What follows belongs to an exercise in optimizing a design on an open flow for small area, a short achievable clock period and few clock cycles per item; a production flow would make more cautious choices. The RTL was checked by simulation tests, not by an equivalence proof against the original design. Power is estimated from default activity; no workload was simulated.

===== run.sh =====
#!/bin/bash
# synth_recipe.tcl (not shown) runs the flow's synth.tcl, then flattens the netlist and writes it again
# the make line also repeats each setting of config.mk as NAME=value (left out here)
make -C /OpenROAD-flow-scripts/flow DESIGN_CONFIG=/design/flow/config.mk WORK_HOME=/design/flow/orfs CLKGATE_MAP_FILE= SYNTH_SCRIPT=/design/flow/synth_recipe.tcl finish

===== config.mk =====
export PLATFORM = sky130hd
export DESIGN_NAME = net_16_16_8_4_16_1_8
export DESIGN_NICKNAME = net_16_16_8_4_16_1_8
export VERILOG_FILES = /design/flow/design.v
export SDC_FILE = /design/flow/constraint.sdc
export NUM_CORES = 4
export LEC_CHECK = 0
export CAP_MARGIN = 20
export CORE_MARGIN = 2
export CORE_UTILIZATION = 40
export SLEW_MARGIN = 20

===== constraint.sdc =====
create_clock -name core_clock -period 10.0 [get_ports {clk}]
set_input_delay 2.0000 -clock core_clock [delete_from_list [all_inputs] [get_ports {clk}]]
set_output_delay 2.0000 -clock core_clock [all_outputs]
set_load 0.01 [all_outputs]

===== design.v =====
module datapath(clk, reset, input_data, addr_x, wr_en_x, value_w, en_pipe, clear_acc, en_acc, output_data,relu);
parameter DATA_LENGTH = 14;
parameter MATRIX_ROW_LENGTH = 8;
parameter MATRIX_COL_LENGTH = 8;
parameter PIPELINE_LENGTH = 8;
localparam MATRIX_SIZE = MATRIX_ROW_LENGTH * MATRIX_COL_LENGTH/PIPELINE_LENGTH;
localparam VECTOR_SIZE = MATRIX_COL_LENGTH;
input clk, reset, wr_en_x, clear_acc, en_acc, en_pipe, relu;
input signed [DATA_LENGTH-1:0] input_data;
input [$clog2(VECTOR_SIZE)-1:0] addr_x ;
input signed [DATA_LENGTH-1:0] value_w;
output logic signed [DATA_LENGTH-1:0] output_data;
logic signed [DATA_LENGTH-1: 0]input_data_holder;                                      
wire [DATA_LENGTH-1:0] wire_mem_x_data_out;
wire [DATA_LENGTH-1:0] wire_mult_to_pipe;
wire [DATA_LENGTH-1:0] wire_pipe_to_add;
wire [DATA_LENGTH-1:0] wire_add_to_reg28b;
wire [DATA_LENGTH-1:0] wire_reg28b_to_Relu;
always_ff @(posedge clk)begin
   input_data_holder <= input_data ;
end
memory #(DATA_LENGTH,VECTOR_SIZE) memoryXInst(.clk(clk), .data_in(input_data_holder), .data_out(wire_mem_x_data_out), .addr(addr_x), .wr_en(wr_en_x));
multiplier #(DATA_LENGTH) multiplier_inst(.a_in(wire_mem_x_data_out), .b_in(value_w), .mult_out(wire_mult_to_pipe));
register28b #(DATA_LENGTH) pipelineReg_inst(.data(wire_mult_to_pipe), .en(en_pipe), .clk(clk), .reset(reset), .out(wire_pipe_to_add));
adder #(DATA_LENGTH) adder_inst(.productAB(wire_pipe_to_add), .preSum(wire_reg28b_to_Relu), .out(wire_add_to_reg28b));
register28b #(DATA_LENGTH) reg28b_add_to_out_inst(.clk(clk), .reset(clear_acc), .en(en_acc), .data(wire_add_to_reg28b), .out(wire_reg28b_to_Relu));
relumod #(DATA_LENGTH) relu_inst(.relu(relu), .d_in(wire_reg28b_to_Relu), .d_out(output_data));
endmodule
module control(clk, reset, done_out, done_P, input_valid, input_ready, output_valid, output_ready, addr_x, wr_en_x, addr_w, clear_acc, en_acc,en_pipe);
parameter unsigned MATRIX_ROW_LENGTH = 8;
parameter unsigned MATRIX_COL_LENGTH = 8;
parameter unsigned PIPELINE_LENGTH = 8;
localparam unsigned MATRIX_SIZE = MATRIX_ROW_LENGTH * MATRIX_COL_LENGTH/PIPELINE_LENGTH;
localparam unsigned VECTOR_SIZE = MATRIX_COL_LENGTH;
localparam unsigned DATA_SIZE = VECTOR_SIZE;
input clk, reset, input_valid, output_ready,done_out,done_P;
output logic [$clog2(VECTOR_SIZE)-1:0] addr_x;
output logic [$clog2(MATRIX_SIZE)-1:0] addr_w;
output logic wr_en_x, clear_acc, en_acc, input_ready, output_valid,en_pipe;
logic local_valid, local_ready,local_wr_en_x; 
logic start_computing;          
logic unsigned [$clog2(DATA_SIZE):0]count_input_data;                                     
logic unsigned [$clog2(MATRIX_SIZE):0]count_w_addr;
logic unsigned [$clog2(VECTOR_SIZE):0]count_x_addr;
logic unsigned [$clog2(MATRIX_SIZE):0]count_compute;
logic unsigned [$clog2(3+DATA_SIZE):0]counter;
always_ff @(posedge clk) begin 
    if(reset)begin                                                                                 
        local_ready <= 1;                                                                   
        input_ready <= 1;
        local_valid <= 0;
        output_valid <= 0;
        count_input_data <= 0;
        count_w_addr <= 0;
        count_x_addr <= 0;
        count_compute <= 0;
        counter <= 0;
        addr_x <=0;
        addr_w <=0 ;
        local_wr_en_x <= 0;
        wr_en_x <= 0;
        en_acc <= 0;
	    en_pipe <= 0;
        clear_acc <= 1;
        start_computing <= 0;    
   end 
    else begin
        if(count_input_data != DATA_SIZE &&(!input_valid && !start_computing))begin                
            if (local_wr_en_x == 1) begin
                local_wr_en_x <= 0;
                wr_en_x <= 0;
            end
        end
        else if((input_valid && local_ready)||count_input_data == DATA_SIZE) begin                  
            if(count_input_data < DATA_SIZE) begin                                                  
                local_wr_en_x <= 1;
                wr_en_x <= 1;
                count_input_data <= count_input_data +1;                                                
                if(count_input_data != 0)begin                                                                  
                    count_x_addr <= count_x_addr +1;
                    addr_x <= count_x_addr +1 ;
                end
            end                                                                          
            else if(count_input_data == DATA_SIZE) begin                                                
                start_computing <= 1;                                                                    
                count_w_addr <= 0;                                                                       
                addr_w <=  0 ;                                                                           
                addr_x <= 0;
                count_x_addr <= 0;
                count_input_data <= 0;
                local_wr_en_x <= 0;
                wr_en_x <= 0;
                count_compute <= count_compute+1;
                counter <= 1;
            end   
            if(count_input_data +1 == DATA_SIZE)begin                                                    
                local_ready <= 0 ;                                                                       
                input_ready <= 0;
            end
        end
        else if(start_computing) begin                                                                   
            if( count_compute%MATRIX_COL_LENGTH != 0)begin                                               
                counter <= counter +1;
                count_w_addr <= count_w_addr +1;
                addr_w <= count_w_addr +1 ;                                       
                count_x_addr <= count_x_addr +1;
                addr_x <= count_x_addr +1 ;    
                count_compute <= count_compute +1;
                if(counter+1 == 2)begin
                    en_pipe <= 1;
                end
                else if(counter +1 == 3)begin
                    en_acc <= 1;
                    clear_acc <= 0;
                end
            end
            else if(count_compute%MATRIX_COL_LENGTH == 0) begin                                          
                if(count_compute != MATRIX_SIZE) begin 
                    if(local_valid && done_P)begin                                                 
                        clear_acc <= 1;
                        output_valid <= 0;
                        local_valid <= 0;
                        count_x_addr <= 0;
                        count_w_addr <= count_w_addr +1;
                        addr_w <= count_w_addr +1 ;  
                        addr_x <= 0 ;
                        en_acc <= 0;
                        en_pipe <= 0;
                        counter <= 1;
                        count_compute <= count_compute+1;
                    end
                    else if(!output_ready && local_valid )begin                                          
                        en_acc <= 0;
                    end 
                    else if(local_valid !=1)begin   
                        counter <= counter +1;
                        if(counter + 1 == 3)begin
                            en_acc <= 1;
                            clear_acc <= 0;
                        end                                                                               
                        else if(counter + 1 == unsigned'(VECTOR_SIZE + 3))begin                                   
                            local_valid <= 1;
                            output_valid <= 1;
                            en_acc <= 0;
                        end
                    end
                end
                else begin                                                                               
                    if(local_valid && done_out)begin                                                 
                        start_computing <= 0;
                        en_acc <= 0;
                        en_pipe <= 0;
                        clear_acc <= 1;
                        local_valid <= 0;
                        output_valid <= 0;
                        counter <= 0;
                        count_compute <= 0;
                        count_w_addr <= 0;
                        count_x_addr <= 0;
                        addr_w <= 0;
                        addr_x <= 0;
                        local_ready <= 1;
                        input_ready<=1;   
                    end
                    else if(!output_ready && local_valid )begin                                          
                        en_acc <= 0;
                    end 
                    else if(local_valid !=1)begin                                                      
                        counter <= counter +1;
                        if(counter +1 == 3)begin
                            en_acc <= 1;
                            clear_acc <= 0;
                        end
                        else if(counter + 1 == unsigned'(VECTOR_SIZE + 3))begin
                            local_valid <= 1;
                            output_valid <= 1;
                            en_acc <= 0;
                        end
                    end
                end
            end
        end
    end
end  
endmodule
module memory(clk, data_in, data_out, addr, wr_en);
parameter WIDTH = 16, SIZE = 64;
localparam LOGSIZE = $clog2(SIZE);
input [WIDTH-1:0] data_in;
output logic [WIDTH-1:0] data_out;
input [LOGSIZE-1:0] addr;
input clk, wr_en;
logic [SIZE-1:0][WIDTH-1:0] mem;
always_ff @(posedge clk) begin
    data_out <= mem[addr];
if (wr_en)
    mem[addr] <= data_in;
end
endmodule
module adder(preSum, productAB, out);
parameter WIDTH = 28;
input signed[WIDTH-1:0] preSum, productAB;
output logic signed[WIDTH-1:0] out;
logic signed[WIDTH-1:0] local_value;
always_comb begin
    local_value = productAB + preSum;
    if(preSum>0 && productAB >0 && local_value<0) begin
        local_value[WIDTH-1]=0;
            for(int i =0; i<WIDTH-1; i++)begin
                local_value[i] = 1;
            end
    end
    else if(preSum <0 && productAB <0 && local_value>=0) begin
        local_value[WIDTH-1]=1;
            for(int i =0; i<WIDTH-1; i++)begin
                local_value[i] = 0;
            end
    end
    out = local_value;
end
endmodule
module multiplier(a_in, b_in, mult_out);
parameter WIDTH = 14;
localparam WIDTH2 = WIDTH +WIDTH ;      
input logic signed [WIDTH-1:0] a_in, b_in;
output logic signed [WIDTH-1:0] mult_out;
logic signed [WIDTH2-1:0] local_value;
logic signed [WIDTH-1:0] smallest_value;
logic signed [WIDTH-1:0] biggest_value;
always_comb begin
    smallest_value[WIDTH-1] = 1;
    biggest_value [WIDTH-1] = 0;
    for(int i =0; i < WIDTH-1; i++)begin
        smallest_value[i] = 0;
        biggest_value [i] = 1;
    end
    local_value = a_in * b_in;
    mult_out = 0;
    if(local_value > biggest_value || local_value < smallest_value)begin 
        if((a_in >0 && b_in >0) || (a_in <0 && b_in <0))begin 
                mult_out = biggest_value;
        end
        else if((a_in >0 && b_in <0) || (a_in <0 && b_in >0))begin 
                mult_out = smallest_value;
        end
    end
    else begin
        mult_out = local_value;
    end
end   
endmodule
module register28b(data, en, clk, reset, out);
parameter WIDTH = 28;
input logic signed [WIDTH-1:0] data;
input en, reset, clk ;
output logic signed [WIDTH-1:0] out;
always_ff @(posedge clk) begin
    if (reset) begin
        out <= 0;
    end
    else if (en) begin
        out <= data;
    end
end
endmodule
module relumod(relu, d_in, d_out);
    parameter WIDTH = 14;
    input logic relu;
    input logic signed[WIDTH-1:0] d_in;
    output logic signed[WIDTH-1:0] d_out;
    always_comb begin
    if(relu == 1)
        if(d_in <= 0)
            d_out = 0; 
        else 
            d_out = d_in;
    else 
        d_out = d_in;
    end
endmodule
module demux(clk,reset,out_ready,local_valid,data,valid_out, out_data, done_out, done_P);
parameter DATA_LENGTH = 14;
parameter MATRIX_ROW_LENGTH = 8;
parameter PIPELINE_LENGTH = 8;
input clk,reset,out_ready,local_valid;
input logic signed [PIPELINE_LENGTH-1:0][DATA_LENGTH-1:0] data;
output logic signed [DATA_LENGTH-1:0] out_data;
output logic valid_out, done_out, done_P;
logic unsigned [$clog2(MATRIX_ROW_LENGTH):0] counter;
logic unsigned [$clog2(PIPELINE_LENGTH):0] counterP;
logic wait_one;
always_ff @(posedge clk) begin
    if (reset) begin
        out_data <= 0;
        counter <= 0;
        counterP <= 0;
        done_out <= 0;
        done_P <= 0;
        valid_out <= 0;
    end
    else if(out_ready && local_valid)begin
        if(counterP == PIPELINE_LENGTH)begin
            if(counter == MATRIX_ROW_LENGTH)begin
            valid_out <= 0;
            out_data <= 0;
            done_out <= 1;
            counter <= 0;
            end
            else begin
            valid_out <= 0;
            out_data <= 0;
            done_P <= 1;
            end
            counterP <= 0 ;
            wait_one <= 1;
        end
        else begin
        if(!wait_one)begin
        done_out <= 0;
        done_P <= 0;
        valid_out <= 1;
        out_data <= data[counterP];
        counter <= counter+1;
        counterP <= counterP+1;
        end
        end
    end
    else if(!local_valid)begin 
        done_out <= 0;
        done_P <= 0;
        wait_one <= 0;
    end 
end
endmodule
module net_16_16_8_4_16_1_8(clk, reset, input_valid, input_ready, input_data, output_valid, output_ready, output_data);
parameter DATA_LENGTH = 16 ;
parameter N = 16 ;
parameter M1 = 16 ;
parameter M2 =8 ;
parameter M3 =4 ;
parameter P1 =1 ;
parameter P2 =1 ;
parameter P3 =1 ;
input logic clk, reset, input_valid, output_ready ; 
input signed [DATA_LENGTH-1:0] input_data;
output signed [DATA_LENGTH-1:0] output_data;
output output_valid, input_ready;
wire signed[DATA_LENGTH-1:0] wire_l1_output_data;
wire wire_l1_output_valid;
wire wire_l1_output_ready;
wire signed[DATA_LENGTH-1:0] wire_l2_output_data;
wire wire_l2_output_valid;
wire wire_l2_output_ready;
l1_fc_16_16_16_1_1#(DATA_LENGTH,M1,P1,N) l1_inst(.clk(clk), .reset(reset), .input_valid(input_valid), .input_ready(input_ready), .input_data(input_data), .output_valid(wire_l1_output_valid), .output_ready(wire_l1_output_ready), .output_data(wire_l1_output_data));
l2_fc_8_16_16_1_1#(DATA_LENGTH,M2,P2,M1) l2_inst(.clk(clk), .reset(reset), .input_valid(wire_l1_output_valid), .input_ready(wire_l1_output_ready), .input_data(wire_l1_output_data), .output_valid(wire_l2_output_valid), .output_ready(wire_l2_output_ready), .output_data(wire_l2_output_data));
l3_fc_4_8_16_1_1#(DATA_LENGTH,M3,P3,M2) l3_inst(.clk(clk), .reset(reset), .input_valid(wire_l2_output_valid), .input_ready(wire_l2_output_ready), .input_data(wire_l2_output_data), .output_valid(output_valid), .output_ready(output_ready), .output_data(output_data));
endmodule
module l1_fc_16_16_16_1_1(clk, reset, input_valid, input_ready, input_data, output_valid, output_ready, output_data);
parameter DATA_LENGTH = 16 ;
parameter MATRIX_ROW_LENGTH = 16 ;
parameter PIPELINE_LENGTH = 1 ;
parameter MATRIX_COL_LENGTH = 16 ;
localparam MATRIX_SIZE = MATRIX_ROW_LENGTH * MATRIX_COL_LENGTH/PIPELINE_LENGTH;
localparam VECTOR_SIZE = MATRIX_COL_LENGTH;
input clk, reset, input_valid, output_ready;
input signed [DATA_LENGTH-1:0] input_data;
output signed [DATA_LENGTH-1:0] output_data;
output output_valid, input_ready;
wire [$clog2(VECTOR_SIZE)-1:0]wire_addr_x;
wire wire_wr_en_x;
wire [$clog2(MATRIX_SIZE)-1:0]wire_addr_w;
wire wire_clear_acc;
wire wire_en_acc;
wire wire_en_pipe;
wire wire_done_out;
logic wire_relu;
wire signed [PIPELINE_LENGTH-1:0][DATA_LENGTH-1:0] wire_demux_data; 
wire wire_output_valid;
wire wire_done_P;
wire signed [DATA_LENGTH-1:0] wire_mem_w_data_out0;
always_ff @(posedge clk)begin
if(reset)begin
wire_relu <= 1 ;
end 
end 
control #(MATRIX_ROW_LENGTH,MATRIX_COL_LENGTH,PIPELINE_LENGTH) control_inst(.clk(clk), .reset(reset), .done_out(wire_done_out), .done_P(wire_done_P), .input_valid(input_valid), .addr_x(wire_addr_x), .wr_en_x(wire_wr_en_x), .addr_w(wire_addr_w), .clear_acc(wire_clear_acc), .en_acc(wire_en_acc), .en_pipe(wire_en_pipe), .input_ready(input_ready), .output_valid(wire_output_valid), .output_ready(output_ready));
l1_fc_16_16_16_1_1_W_rom0 ROMWInst0(.clk(clk), .z(wire_mem_w_data_out0), .addr(wire_addr_w));
datapath #(DATA_LENGTH,MATRIX_ROW_LENGTH,MATRIX_COL_LENGTH,PIPELINE_LENGTH) datapath_inst0(.clk(clk), .reset(reset), .input_data(input_data), .addr_x(wire_addr_x), .wr_en_x(wire_wr_en_x), .value_w(wire_mem_w_data_out0), .clear_acc(wire_clear_acc), .en_pipe(wire_en_pipe), .en_acc(wire_en_acc), .output_data(wire_demux_data[0]), .relu(wire_relu));
demux #(DATA_LENGTH,MATRIX_ROW_LENGTH,PIPELINE_LENGTH) demux_inst(.clk(clk), .reset(reset), .out_ready(output_ready),.local_valid(wire_output_valid), .data(wire_demux_data), .valid_out(output_valid), .out_data(output_data), .done_out(wire_done_out) , .done_P(wire_done_P));
endmodule
module l1_fc_16_16_16_1_1_W_rom0(clk, addr, z);
   input clk;
   input [7:0] addr;
   output logic signed [15:0] z;
   always_ff @(posedge clk) begin
      case(addr)
        0: z <= signed'(16'd118);
        1: z <= signed'(-16'd55);
        2: z <= signed'(16'd120);
        3: z <= signed'(-16'd4);
        4: z <= signed'(16'd103);
        5: z <= signed'(16'd56);
        6: z <= signed'(-16'd74);
        7: z <= signed'(16'd61);
        8: z <= signed'(-16'd22);
        9: z <= signed'(-16'd66);
        10: z <= signed'(16'd97);
        11: z <= signed'(-16'd46);
        12: z <= signed'(-16'd117);
        13: z <= signed'(-16'd58);
        14: z <= signed'(-16'd31);
        15: z <= signed'(16'd81);
        16: z <= signed'(16'd16);
        17: z <= signed'(16'd67);
        18: z <= signed'(16'd120);
        19: z <= signed'(16'd39);
        20: z <= signed'(16'd57);
        21: z <= signed'(16'd72);
        22: z <= signed'(-16'd19);
        23: z <= signed'(16'd25);
        24: z <= signed'(16'd52);
        25: z <= signed'(-16'd61);
        26: z <= signed'(-16'd104);
        27: z <= signed'(-16'd37);
        28: z <= signed'(-16'd116);
        29: z <= signed'(16'd97);
        30: z <= signed'(-16'd125);
        31: z <= signed'(16'd120);
        32: z <= signed'(-16'd27);
        33: z <= signed'(-16'd123);
        34: z <= signed'(16'd0);
        35: z <= signed'(-16'd120);
        36: z <= signed'(16'd29);
        37: z <= signed'(-16'd52);
        38: z <= signed'(16'd67);
        39: z <= signed'(16'd79);
        40: z <= signed'(-16'd53);
        41: z <= signed'(-16'd94);
        42: z <= signed'(16'd59);
        43: z <= signed'(-16'd105);
        44: z <= signed'(16'd127);
        45: z <= signed'(-16'd74);
        46: z <= signed'(-16'd97);
        47: z <= signed'(-16'd128);
        48: z <= signed'(-16'd46);
        49: z <= signed'(16'd13);
        50: z <= signed'(16'd104);
        51: z <= signed'(-16'd121);
        52: z <= signed'(-16'd16);
        53: z <= signed'(-16'd57);
        54: z <= signed'(-16'd37);
        55: z <= signed'(-16'd110);
        56: z <= signed'(-16'd41);
        57: z <= signed'(16'd84);
        58: z <= signed'(16'd29);
        59: z <= signed'(-16'd35);
        60: z <= signed'(16'd109);
        61: z <= signed'(16'd40);
        62: z <= signed'(16'd86);
        63: z <= signed'(16'd69);
        64: z <= signed'(16'd87);
        65: z <= signed'(16'd1);
        66: z <= signed'(-16'd127);
        67: z <= signed'(16'd124);
        68: z <= signed'(16'd14);
        69: z <= signed'(16'd103);
        70: z <= signed'(-16'd93);
        71: z <= signed'(16'd36);
        72: z <= signed'(16'd87);
        73: z <= signed'(-16'd96);
        74: z <= signed'(-16'd46);
        75: z <= signed'(-16'd49);
        76: z <= signed'(16'd50);
        77: z <= signed'(16'd62);
        78: z <= signed'(16'd118);
        79: z <= signed'(16'd31);
        80: z <= signed'(-16'd104);
        81: z <= signed'(16'd61);
        82: z <= signed'(-16'd61);
        83: z <= signed'(-16'd59);
        84: z <= signed'(16'd48);
        85: z <= signed'(-16'd33);
        86: z <= signed'(16'd49);
        87: z <= signed'(16'd67);
        88: z <= signed'(-16'd39);
        89: z <= signed'(16'd34);
        90: z <= signed'(-16'd107);
        91: z <= signed'(-16'd59);
        92: z <= signed'(-16'd44);
        93: z <= signed'(-16'd120);
        94: z <= signed'(-16'd14);
        95: z <= signed'(16'd30);
        96: z <= signed'(16'd8);
        97: z <= signed'(-16'd32);
        98: z <= signed'(-16'd114);
        99: z <= signed'(-16'd91);
        100: z <= signed'(-16'd113);
        101: z <= signed'(16'd73);
        102: z <= signed'(-16'd52);
        103: z <= signed'(16'd0);
        104: z <= signed'(-16'd29);
        105: z <= signed'(16'd64);
        106: z <= signed'(-16'd106);
        107: z <= signed'(16'd41);
        108: z <= signed'(16'd28);
        109: z <= signed'(-16'd87);
        110: z <= signed'(16'd81);
        111: z <= signed'(-16'd66);
        112: z <= signed'(-16'd7);
        113: z <= signed'(16'd61);
        114: z <= signed'(-16'd99);
        115: z <= signed'(16'd74);
        116: z <= signed'(-16'd112);
        117: z <= signed'(16'd92);
        118: z <= signed'(-16'd113);
        119: z <= signed'(16'd23);
        120: z <= signed'(-16'd83);
        121: z <= signed'(-16'd116);
        122: z <= signed'(16'd49);
        123: z <= signed'(16'd42);
        124: z <= signed'(16'd32);
        125: z <= signed'(-16'd74);
        126: z <= signed'(16'd84);
        127: z <= signed'(16'd70);
        128: z <= signed'(16'd2);
        129: z <= signed'(16'd88);
        130: z <= signed'(16'd30);
        131: z <= signed'(-16'd92);
        132: z <= signed'(-16'd99);
        133: z <= signed'(16'd116);
        134: z <= signed'(16'd72);
        135: z <= signed'(16'd73);
        136: z <= signed'(-16'd119);
        137: z <= signed'(16'd122);
        138: z <= signed'(16'd19);
        139: z <= signed'(16'd106);
        140: z <= signed'(16'd87);
        141: z <= signed'(16'd42);
        142: z <= signed'(16'd80);
        143: z <= signed'(-16'd27);
        144: z <= signed'(-16'd89);
        145: z <= signed'(16'd64);
        146: z <= signed'(-16'd83);
        147: z <= signed'(-16'd14);
        148: z <= signed'(16'd88);
        149: z <= signed'(-16'd96);
        150: z <= signed'(-16'd105);
        151: z <= signed'(16'd75);
        152: z <= signed'(16'd50);
        153: z <= signed'(16'd37);
        154: z <= signed'(16'd98);
        155: z <= signed'(16'd24);
        156: z <= signed'(16'd55);
        157: z <= signed'(-16'd124);
        158: z <= signed'(-16'd93);
        159: z <= signed'(-16'd56);
        160: z <= signed'(-16'd52);
        161: z <= signed'(16'd2);
        162: z <= signed'(16'd74);
        163: z <= signed'(-16'd29);
        164: z <= signed'(-16'd121);
        165: z <= signed'(-16'd25);
        166: z <= signed'(16'd54);
        167: z <= signed'(16'd53);
        168: z <= signed'(-16'd104);
        169: z <= signed'(-16'd2);
        170: z <= signed'(16'd98);
        171: z <= signed'(-16'd86);
        172: z <= signed'(-16'd41);
        173: z <= signed'(16'd71);
        174: z <= signed'(16'd40);
        175: z <= signed'(-16'd127);
        176: z <= signed'(16'd21);
        177: z <= signed'(16'd15);
        178: z <= signed'(-16'd75);
        179: z <= signed'(-16'd29);
        180: z <= signed'(16'd106);
        181: z <= signed'(-16'd48);
        182: z <= signed'(-16'd100);
        183: z <= signed'(16'd122);
        184: z <= signed'(16'd42);
        185: z <= signed'(16'd75);
        186: z <= signed'(16'd93);
        187: z <= signed'(16'd55);
        188: z <= signed'(16'd91);
        189: z <= signed'(16'd110);
        190: z <= signed'(-16'd71);
        191: z <= signed'(16'd102);
        192: z <= signed'(-16'd108);
        193: z <= signed'(16'd87);
        194: z <= signed'(16'd64);
        195: z <= signed'(-16'd16);
        196: z <= signed'(-16'd17);
        197: z <= signed'(16'd78);
        198: z <= signed'(-16'd49);
        199: z <= signed'(-16'd8);
        200: z <= signed'(16'd106);
        201: z <= signed'(16'd17);
        202: z <= signed'(16'd63);
        203: z <= signed'(-16'd115);
        204: z <= signed'(16'd122);
        205: z <= signed'(-16'd49);
        206: z <= signed'(-16'd119);
        207: z <= signed'(-16'd78);
        208: z <= signed'(16'd94);
        209: z <= signed'(16'd64);
        210: z <= signed'(16'd83);
        211: z <= signed'(-16'd40);
        212: z <= signed'(16'd14);
        213: z <= signed'(16'd33);
        214: z <= signed'(16'd37);
        215: z <= signed'(16'd33);
        216: z <= signed'(16'd112);
        217: z <= signed'(16'd63);
        218: z <= signed'(16'd42);
        219: z <= signed'(16'd65);
        220: z <= signed'(16'd78);
        221: z <= signed'(16'd95);
        222: z <= signed'(-16'd14);
        223: z <= signed'(-16'd12);
        224: z <= signed'(-16'd9);
        225: z <= signed'(-16'd64);
        226: z <= signed'(16'd114);
        227: z <= signed'(-16'd117);
        228: z <= signed'(-16'd80);
        229: z <= signed'(-16'd90);
        230: z <= signed'(-16'd62);
        231: z <= signed'(-16'd56);
        232: z <= signed'(-16'd22);
        233: z <= signed'(-16'd94);
        234: z <= signed'(-16'd98);
        235: z <= signed'(-16'd106);
        236: z <= signed'(-16'd94);
        237: z <= signed'(-16'd48);
        238: z <= signed'(16'd55);
        239: z <= signed'(-16'd121);
        240: z <= signed'(16'd114);
        241: z <= signed'(16'd65);
        242: z <= signed'(-16'd121);
        243: z <= signed'(16'd48);
        244: z <= signed'(16'd119);
        245: z <= signed'(-16'd18);
        246: z <= signed'(-16'd109);
        247: z <= signed'(-16'd23);
        248: z <= signed'(-16'd12);
        249: z <= signed'(16'd44);
        250: z <= signed'(-16'd122);
        251: z <= signed'(16'd19);
        252: z <= signed'(-16'd105);
        253: z <= signed'(16'd91);
        254: z <= signed'(16'd115);
        255: z <= signed'(-16'd102);
      endcase
   end
endmodule
module l2_fc_8_16_16_1_1(clk, reset, input_valid, input_ready, input_data, output_valid, output_ready, output_data);
parameter DATA_LENGTH = 16 ;
parameter MATRIX_ROW_LENGTH = 8 ;
parameter PIPELINE_LENGTH = 1 ;
parameter MATRIX_COL_LENGTH = 16 ;
localparam MATRIX_SIZE = MATRIX_ROW_LENGTH * MATRIX_COL_LENGTH/PIPELINE_LENGTH;
localparam VECTOR_SIZE = MATRIX_COL_LENGTH;
input clk, reset, input_valid, output_ready;
input signed [DATA_LENGTH-1:0] input_data;
output signed [DATA_LENGTH-1:0] output_data;
output output_valid, input_ready;
wire [$clog2(VECTOR_SIZE)-1:0]wire_addr_x;
wire wire_wr_en_x;
wire [$clog2(MATRIX_SIZE)-1:0]wire_addr_w;
wire wire_clear_acc;
wire wire_en_acc;
wire wire_en_pipe;
wire wire_done_out;
logic wire_relu;
wire signed [PIPELINE_LENGTH-1:0][DATA_LENGTH-1:0] wire_demux_data; 
wire wire_output_valid;
wire wire_done_P;
wire signed [DATA_LENGTH-1:0] wire_mem_w_data_out0;
always_ff @(posedge clk)begin
if(reset)begin
wire_relu <= 1 ;
end 
end 
control #(MATRIX_ROW_LENGTH,MATRIX_COL_LENGTH,PIPELINE_LENGTH) control_inst(.clk(clk), .reset(reset), .done_out(wire_done_out), .done_P(wire_done_P), .input_valid(input_valid), .addr_x(wire_addr_x), .wr_en_x(wire_wr_en_x), .addr_w(wire_addr_w), .clear_acc(wire_clear_acc), .en_acc(wire_en_acc), .en_pipe(wire_en_pipe), .input_ready(input_ready), .output_valid(wire_output_valid), .output_ready(output_ready));
l2_fc_8_16_16_1_1_W_rom0 ROMWInst0(.clk(clk), .z(wire_mem_w_data_out0), .addr(wire_addr_w));
datapath #(DATA_LENGTH,MATRIX_ROW_LENGTH,MATRIX_COL_LENGTH,PIPELINE_LENGTH) datapath_inst0(.clk(clk), .reset(reset), .input_data(input_data), .addr_x(wire_addr_x), .wr_en_x(wire_wr_en_x), .value_w(wire_mem_w_data_out0), .clear_acc(wire_clear_acc), .en_pipe(wire_en_pipe), .en_acc(wire_en_acc), .output_data(wire_demux_data[0]), .relu(wire_relu));
demux #(DATA_LENGTH,MATRIX_ROW_LENGTH,PIPELINE_LENGTH) demux_inst(.clk(clk), .reset(reset), .out_ready(output_ready),.local_valid(wire_output_valid), .data(wire_demux_data), .valid_out(output_valid), .out_data(output_data), .done_out(wire_done_out) , .done_P(wire_done_P));
endmodule
module l2_fc_8_16_16_1_1_W_rom0(clk, addr, z);
   input clk;
   input [6:0] addr;
   output logic signed [15:0] z;
   always_ff @(posedge clk) begin
      case(addr)
        0: z <= signed'(16'd22);
        1: z <= signed'(-16'd126);
        2: z <= signed'(16'd68);
        3: z <= signed'(-16'd112);
        4: z <= signed'(-16'd77);
        5: z <= signed'(-16'd102);
        6: z <= signed'(-16'd70);
        7: z <= signed'(-16'd13);
        8: z <= signed'(16'd74);
        9: z <= signed'(16'd104);
        10: z <= signed'(16'd59);
        11: z <= signed'(-16'd49);
        12: z <= signed'(16'd53);
        13: z <= signed'(16'd18);
        14: z <= signed'(-16'd36);
        15: z <= signed'(-16'd3);
        16: z <= signed'(16'd122);
        17: z <= signed'(16'd119);
        18: z <= signed'(-16'd49);
        19: z <= signed'(-16'd61);
        20: z <= signed'(16'd96);
        21: z <= signed'(-16'd47);
        22: z <= signed'(-16'd51);
        23: z <= signed'(16'd59);
        24: z <= signed'(16'd67);
        25: z <= signed'(16'd62);
        26: z <= signed'(16'd34);
        27: z <= signed'(-16'd47);
        28: z <= signed'(-16'd106);
        29: z <= signed'(-16'd11);
        30: z <= signed'(16'd51);
        31: z <= signed'(16'd11);
        32: z <= signed'(-16'd104);
        33: z <= signed'(16'd61);
        34: z <= signed'(16'd17);
        35: z <= signed'(-16'd77);
        36: z <= signed'(-16'd41);
        37: z <= signed'(-16'd110);
        38: z <= signed'(16'd8);
        39: z <= signed'(-16'd67);
        40: z <= signed'(-16'd15);
        41: z <= signed'(16'd68);
        42: z <= signed'(16'd105);
        43: z <= signed'(16'd80);
        44: z <= signed'(16'd45);
        45: z <= signed'(16'd27);
        46: z <= signed'(-16'd68);
        47: z <= signed'(16'd21);
        48: z <= signed'(16'd31);
        49: z <= signed'(16'd17);
        50: z <= signed'(16'd44);
        51: z <= signed'(-16'd45);
        52: z <= signed'(16'd103);
        53: z <= signed'(-16'd33);
        54: z <= signed'(16'd102);
        55: z <= signed'(16'd79);
        56: z <= signed'(16'd52);
        57: z <= signed'(16'd75);
        58: z <= signed'(16'd99);
        59: z <= signed'(-16'd27);
        60: z <= signed'(-16'd28);
        61: z <= signed'(16'd94);
        62: z <= signed'(16'd112);
        63: z <= signed'(16'd14);
        64: z <= signed'(16'd122);
        65: z <= signed'(-16'd44);
        66: z <= signed'(16'd127);
        67: z <= signed'(16'd101);
        68: z <= signed'(-16'd84);
        69: z <= signed'(16'd96);
        70: z <= signed'(-16'd60);
        71: z <= signed'(16'd80);
        72: z <= signed'(-16'd6);
        73: z <= signed'(16'd7);
        74: z <= signed'(-16'd69);
        75: z <= signed'(16'd93);
        76: z <= signed'(16'd101);
        77: z <= signed'(16'd97);
        78: z <= signed'(16'd112);
        79: z <= signed'(-16'd41);
        80: z <= signed'(-16'd50);
        81: z <= signed'(-16'd22);
        82: z <= signed'(16'd58);
        83: z <= signed'(-16'd4);
        84: z <= signed'(-16'd31);
        85: z <= signed'(-16'd111);
        86: z <= signed'(-16'd36);
        87: z <= signed'(-16'd123);
        88: z <= signed'(16'd15);
        89: z <= signed'(16'd114);
        90: z <= signed'(16'd114);
        91: z <= signed'(16'd30);
        92: z <= signed'(-16'd67);
        93: z <= signed'(-16'd128);
        94: z <= signed'(16'd47);
        95: z <= signed'(-16'd61);
        96: z <= signed'(-16'd70);
        97: z <= signed'(-16'd79);
        98: z <= signed'(16'd80);
        99: z <= signed'(16'd85);
        100: z <= signed'(16'd16);
        101: z <= signed'(16'd59);
        102: z <= signed'(16'd126);
        103: z <= signed'(16'd70);
        104: z <= signed'(-16'd80);
        105: z <= signed'(16'd6);
        106: z <= signed'(16'd62);
        107: z <= signed'(16'd124);
        108: z <= signed'(16'd42);
        109: z <= signed'(16'd29);
        110: z <= signed'(-16'd54);
        111: z <= signed'(-16'd26);
        112: z <= signed'(16'd69);
        113: z <= signed'(16'd11);
        114: z <= signed'(-16'd91);
        115: z <= signed'(16'd93);
        116: z <= signed'(16'd118);
        117: z <= signed'(-16'd77);
        118: z <= signed'(16'd77);
        119: z <= signed'(16'd51);
        120: z <= signed'(-16'd17);
        121: z <= signed'(16'd13);
        122: z <= signed'(-16'd43);
        123: z <= signed'(16'd61);
        124: z <= signed'(16'd41);
        125: z <= signed'(16'd3);
        126: z <= signed'(-16'd56);
        127: z <= signed'(16'd56);
      endcase
   end
endmodule
module l3_fc_4_8_16_1_1(clk, reset, input_valid, input_ready, input_data, output_valid, output_ready, output_data);
parameter DATA_LENGTH = 16 ;
parameter MATRIX_ROW_LENGTH = 4 ;
parameter PIPELINE_LENGTH = 1 ;
parameter MATRIX_COL_LENGTH = 8 ;
localparam MATRIX_SIZE = MATRIX_ROW_LENGTH * MATRIX_COL_LENGTH/PIPELINE_LENGTH;
localparam VECTOR_SIZE = MATRIX_COL_LENGTH;
input clk, reset, input_valid, output_ready;
input signed [DATA_LENGTH-1:0] input_data;
output signed [DATA_LENGTH-1:0] output_data;
output output_valid, input_ready;
wire [$clog2(VECTOR_SIZE)-1:0]wire_addr_x;
wire wire_wr_en_x;
wire [$clog2(MATRIX_SIZE)-1:0]wire_addr_w;
wire wire_clear_acc;
wire wire_en_acc;
wire wire_en_pipe;
wire wire_done_out;
logic wire_relu;
wire signed [PIPELINE_LENGTH-1:0][DATA_LENGTH-1:0] wire_demux_data; 
wire wire_output_valid;
wire wire_done_P;
wire signed [DATA_LENGTH-1:0] wire_mem_w_data_out0;
always_ff @(posedge clk)begin
if(reset)begin
wire_relu <= 1 ;
end 
end 
control #(MATRIX_ROW_LENGTH,MATRIX_COL_LENGTH,PIPELINE_LENGTH) control_inst(.clk(clk), .reset(reset), .done_out(wire_done_out), .done_P(wire_done_P), .input_valid(input_valid), .addr_x(wire_addr_x), .wr_en_x(wire_wr_en_x), .addr_w(wire_addr_w), .clear_acc(wire_clear_acc), .en_acc(wire_en_acc), .en_pipe(wire_en_pipe), .input_ready(input_ready), .output_valid(wire_output_valid), .output_ready(output_ready));
l3_fc_4_8_16_1_1_W_rom0 ROMWInst0(.clk(clk), .z(wire_mem_w_data_out0), .addr(wire_addr_w));
datapath #(DATA_LENGTH,MATRIX_ROW_LENGTH,MATRIX_COL_LENGTH,PIPELINE_LENGTH) datapath_inst0(.clk(clk), .reset(reset), .input_data(input_data), .addr_x(wire_addr_x), .wr_en_x(wire_wr_en_x), .value_w(wire_mem_w_data_out0), .clear_acc(wire_clear_acc), .en_pipe(wire_en_pipe), .en_acc(wire_en_acc), .output_data(wire_demux_data[0]), .relu(wire_relu));
demux #(DATA_LENGTH,MATRIX_ROW_LENGTH,PIPELINE_LENGTH) demux_inst(.clk(clk), .reset(reset), .out_ready(output_ready),.local_valid(wire_output_valid), .data(wire_demux_data), .valid_out(output_valid), .out_data(output_data), .done_out(wire_done_out) , .done_P(wire_done_P));
endmodule
module l3_fc_4_8_16_1_1_W_rom0(clk, addr, z);
   input clk;
   input [4:0] addr;
   output logic signed [15:0] z;
   always_ff @(posedge clk) begin
      case(addr)
        0: z <= signed'(16'd114);
        1: z <= signed'(16'd26);
        2: z <= signed'(16'd17);
        3: z <= signed'(16'd44);
        4: z <= signed'(-16'd20);
        5: z <= signed'(-16'd59);
        6: z <= signed'(16'd1);
        7: z <= signed'(-16'd20);
        8: z <= signed'(-16'd54);
        9: z <= signed'(16'd121);
        10: z <= signed'(16'd41);
        11: z <= signed'(-16'd123);
        12: z <= signed'(-16'd114);
        13: z <= signed'(-16'd97);
        14: z <= signed'(-16'd3);
        15: z <= signed'(16'd34);
        16: z <= signed'(-16'd21);
        17: z <= signed'(16'd58);
        18: z <= signed'(-16'd40);
        19: z <= signed'(-16'd85);
        20: z <= signed'(-16'd57);
        21: z <= signed'(-16'd93);
        22: z <= signed'(-16'd120);
        23: z <= signed'(-16'd106);
        24: z <= signed'(-16'd122);
        25: z <= signed'(16'd13);
        26: z <= signed'(-16'd36);
        27: z <= signed'(-16'd23);
        28: z <= signed'(16'd105);
        29: z <= signed'(-16'd25);
        30: z <= signed'(-16'd5);
        31: z <= signed'(-16'd115);
      endcase
   end
endmodule

==> results.txt <==
## metal layers
| layer | track usage | vias to the layer above | routed length [um] |
|---|---|---|---|
| li1 | - | 27100 | - |
| met1 | 0.294 | 30300 | 97200 |
| met2 | 0.355 | 1987 | 105000 |
| met3 | 0.0250 | 346 | 12800 |
| met4 | 0.0612 | 2 | 5930 |
| met5 | 0 | - | 13 |
## per-stage QoR
step / setup WS [ns] / instances / utilization / area (um2) / hold slack (ns)
after global placement: 1.58 / 10200 / 0.417 / 83400 / 0.336
after global routing: 0.500 / 10400 / 0.438 / 87600 / 0.361
final: 1.31 / 10400 / 0.438 / 87600 / 0.348
after floorplan: 2.74 / 7852 / - / 80700 / 0.323
after CTS: 1.33 / 10400 / 0.437 / 87500 / 0.344
after detailed placement: 1.45 / 10200 / 0.417 / 83400 / 0.343
## worst paths after layout
kind,from,endpoint,slack (ns)
worst min-delay path,l2_inst.demux_inst.out_data[2],l3_inst.datapath_inst0.input_data_holder[2],0.35
worst max register to register,l2_inst.ROMWInst0.z[14],l2_inst.datapath_inst0.pipelineReg_inst.out[4],1.31
worst min register to register,l2_inst.demux_inst.out_data[2],l3_inst.datapath_inst0.input_data_holder[2],0.35
worst max-delay path,l2_inst.ROMWInst0.z[14],l2_inst.datapath_inst0.pipelineReg_inst.out[4],1.31
## cells in the final DEF, fill, tap and decap left out, drive strengths merged, types with 89 or more instances in the layout
cell / n
inv: 976
fa: 653
edfxtp: 643
nand2: 614
nor2: 568
a22o: 459
dfxtp: 400
a21oi: 384
ha: 378
and2: 287
o21ai: 260
mux4: 206
mux2: 174
nor3: 158
clkbuf: 156
buf: 106
xnor2: 99
nand3: 92
xor2: 89
## layout make-up
class | instances | area (um2)
Antenna cell | 1 | 2.50
Clock buffer | 156 | 3260
Clock inverter | 63 | 831
Fill cell | 18900 | 113000
Inverter | 977 | 3670
Multi-Input combinational cell | 5339 | 47900
Sequential cell | 1043 | 27400
Tap cell | 2656 | 3320
Timing Repair Buffer | 142 | 1180
## power by group through the flow
| stage | sequential (mW) | combinational [mW] | clock [mW] |
|---|---|---|---|
| after floorplan | 4.73 | 4.16 | 0 |
| after global placement | 4.74 | 5.35 | 0 |
| after detailed placement | 4.74 | 5.43 | 0 |
| after CTS | 4.65 | 5.46 | 4.63 |
| after global routing | 4.66 | 6.18 | 4.78 |
| final | 4.65 | 5.51 | 4.53 |
## kinds of logic (layout without fill, tap and decap cells)
| kind of cell | after synthesis | after routing | share of synthesized area |
|---|---|---|---|
| compound gates | 1646 | 1646 | 0.145 |
| xor+xnor | 188 | 188 | 0.0204 |
| fa+ha+maj | 1037 | 1037 | 0.221 |
| buf+inv | 1470 | 1338 | 0.0687 |
| flops | 1043 | 1043 | 0.338 |
| mux | 411 | 411 | 0.0856 |
| other cells | 0 | 1 | 0 |
| simple gates | 2057 | 2057 | 0.121 |
## worst reg2reg max path: cells and delay by family, from the launching register on
family | cells | cell delay, ns
adders and majority gates | 6 | 3.02
AOI/OAI and AO/OA | 7 | 1.87
DFF | 1 | 1.05
and+or+nand+nor | 4 | 1.39
xor gates and xnor gates | 1 | 0.16
buffers and inverters | 5 | 1.06
==> results.py <==
metrics = {
    "power": {
        "power_frac_comb": 0.375,
        "p_total_mw": 14.7,
        "clockPowerShare": 0.308,
        "p_int_mw": 9.37,
        "sw_frac_of_total": 0.363,
        "p_per_area_nw_per_um2": 168,
        "p_switching_mw": 5.33,
        "seq_power_share": 0.317,
        "ir_worst_vdd_uv": 367,
        "p_leak_nw": 34.8,
    },
    "logic_synthesis": {
        "synth_flop_cell": "edfxtp_1",
        "syn_area_um2": 80700,
        "yosysTopAreaCellShare": 0.239,
        "yosys-top-cells-count": "965 x inv_1, 653 x fa_1, 643 x edfxtp_1",
        "yosysTopAreaCell": "edfxtp_1",
        "syn_avg_cell_area_um2": 10.3,
        "syn_nets": 8903,
        "ys_async_sr_fraction": 0,
        "ys_seq_area_frac": 0.338,
        "synth_area_leaders": "edfxtp_1 24%, fa_1 16%, dfxtp_1 9.9%, ha_1 5.9%, mux4_2 5.7%",
        "synth-seq-cells": 1043,
        "synth_cell_types": 98,
        "yosysMostFrequentCell": "inv_1",
        "syn-instance-count": 7852,
        "yosys_warnings": 21,
        "synth_edf_count": 643,
    },
    "clock_tree": {
        "clockRootBuffer": "clkbuf_16",
        "htreeDepth": 3,
        "cts.repair.resized": 0,
        "cts_buffers": 116,
        "path_clk_slew_ns": 0.06,
        "hold_buffers": 0,
        "post-cts-setup-buffers": 0,
        "cts_tree": "done",
        "clockBufferDepth": 3,
        "worstSkewPairLatency_ns": 0.82,
        "clock_sinks": 1043,
    },
    "setup_path": {
        "crit_family": "adder cells",
        "critPathArrivalTime_ns": 9.31,
        "required_ns": 10.63,
        "cp-end-kind": "flop",
        "cpPeakStageDelay_ns": 1.05,
        "critical_path_buf_inv_count": 5,
        "r2r.worst_path.cells": 23,
        "path_class": "reg -> reg",
        "cp_max_fo": 35,
        "path_depth": 23,
        "crit_chain": "inv_1, nor2_1, a21oi_1, fa_1, inv_1, fa_1, fa_1, fa_1, inv_1, fa_1, inv_1, ha_1, nand4_1, or4_1, o31ai_1, o41ai_1, xnor2_1, a2111oi_0, nand4_1, o41ai_4, buf_4, o21ai_2, a311oi_1",
        "path_common_cell": "fa_1",
        "start_kind": "flop",
        "slowest_stage": "dfxtp_1",
    },
    "drt": {
        "viasPerCell": 5.76,
        "vias": 59800,
        "wl_mm": 221,
        "drtAntennaViolNets": 0,
        "drc_errors": 0,
        "drtIter0Drc": 5418,
        "wl_per_cell_um": 21.3,
        "first_pass_iters": 6,
    },
    "grt": {
        "grt_antenna_before_repair": 8,
        "grt_max_degree": 199,
        "gr-total-overflow": 0,
        "grt_usage": 0.214,
        "grt_pass1_wl_mm": 350,
        "grt_pass1_vias": 60500,
    },
    "cells_and_area": {
        "drive_gt1_frac": 0.0992,
        "final_net_count": 8670,
        "areaGrowthSynthToFinish_pct": 8.47,
        "reg_top3": "l1_inst.datapath_inst0.memoryXInst.mem: 256 flops, l2_inst.datapath_inst0.memoryXInst.mem: 256 flops, l3_inst.datapath_inst0.memoryXInst.mem: 128 flops",
    },
    "floorplanning": {
        "core-area_um2": 200000,
        "dieArea_um2": 205000,
        "die_w_um": 453,
        "die_y_um": 453,
        "ios": 38,
        "start_util": 0.403,
        "row_count": 164,
    },
    "sta": {
        "timing.final.crit_share": 0.869,
        "period_needed_ns": 8.69,
        "setup_viol": 0,
        "rsz0062_at_grt": "no",
        "slew_headroom": 0.175,
        "fin_tns_setup_ns": 0,
        "fmax_mhz": 115,
        "hold_violations": 0,
        "finalMaxSlewViolations": 0,
        "worst_slew_pin_slew_ns": 1.24,
        "fin_skew_ns": 0.106,
    },
    "min_path": {
        "hold_class": "reg -> reg",
        "whs_path_depth": 0,
    },
    "placement": {
        "gp_congestion": 0.895,
        "dp_hpwl_mm": 155,
        "io_buffers": 37,
    },
    "run": {
        "cap_violations": 0,
    },
    "run_status": {
        "status": "finished clean",
    },
}
Testbench counts, summed over its fixed seeds: cycles 94,000, vectors 192.

what the ideal ports hide:
No port has a modelled driver above. Below, the same layout with a new extraction and two added sets of constraints.
Step 1 assumes that a clkbuf_16 drives the clock port and a buf_2 every other input.
Step 2 moves the port delays by t, midway between the first and last clock arrival at a register: inputs arrive t later, outputs are due t later. That takes back most of the time a late clock gives input paths.
Three values: ideal, step 1, step 2; two values: the first two.
shift t [ns]: 0.848
setup WS [ns]: 1.312 / 1.312 / 1.312
hold WS [ns]: 0.348 / 0.348 / 0.348
worst setup path at the end: register to register
After both steps setup and hold are still met in this run. The setup slack of this run moves by 0.000 ns with the drivers and by 0.000 ns with both steps.
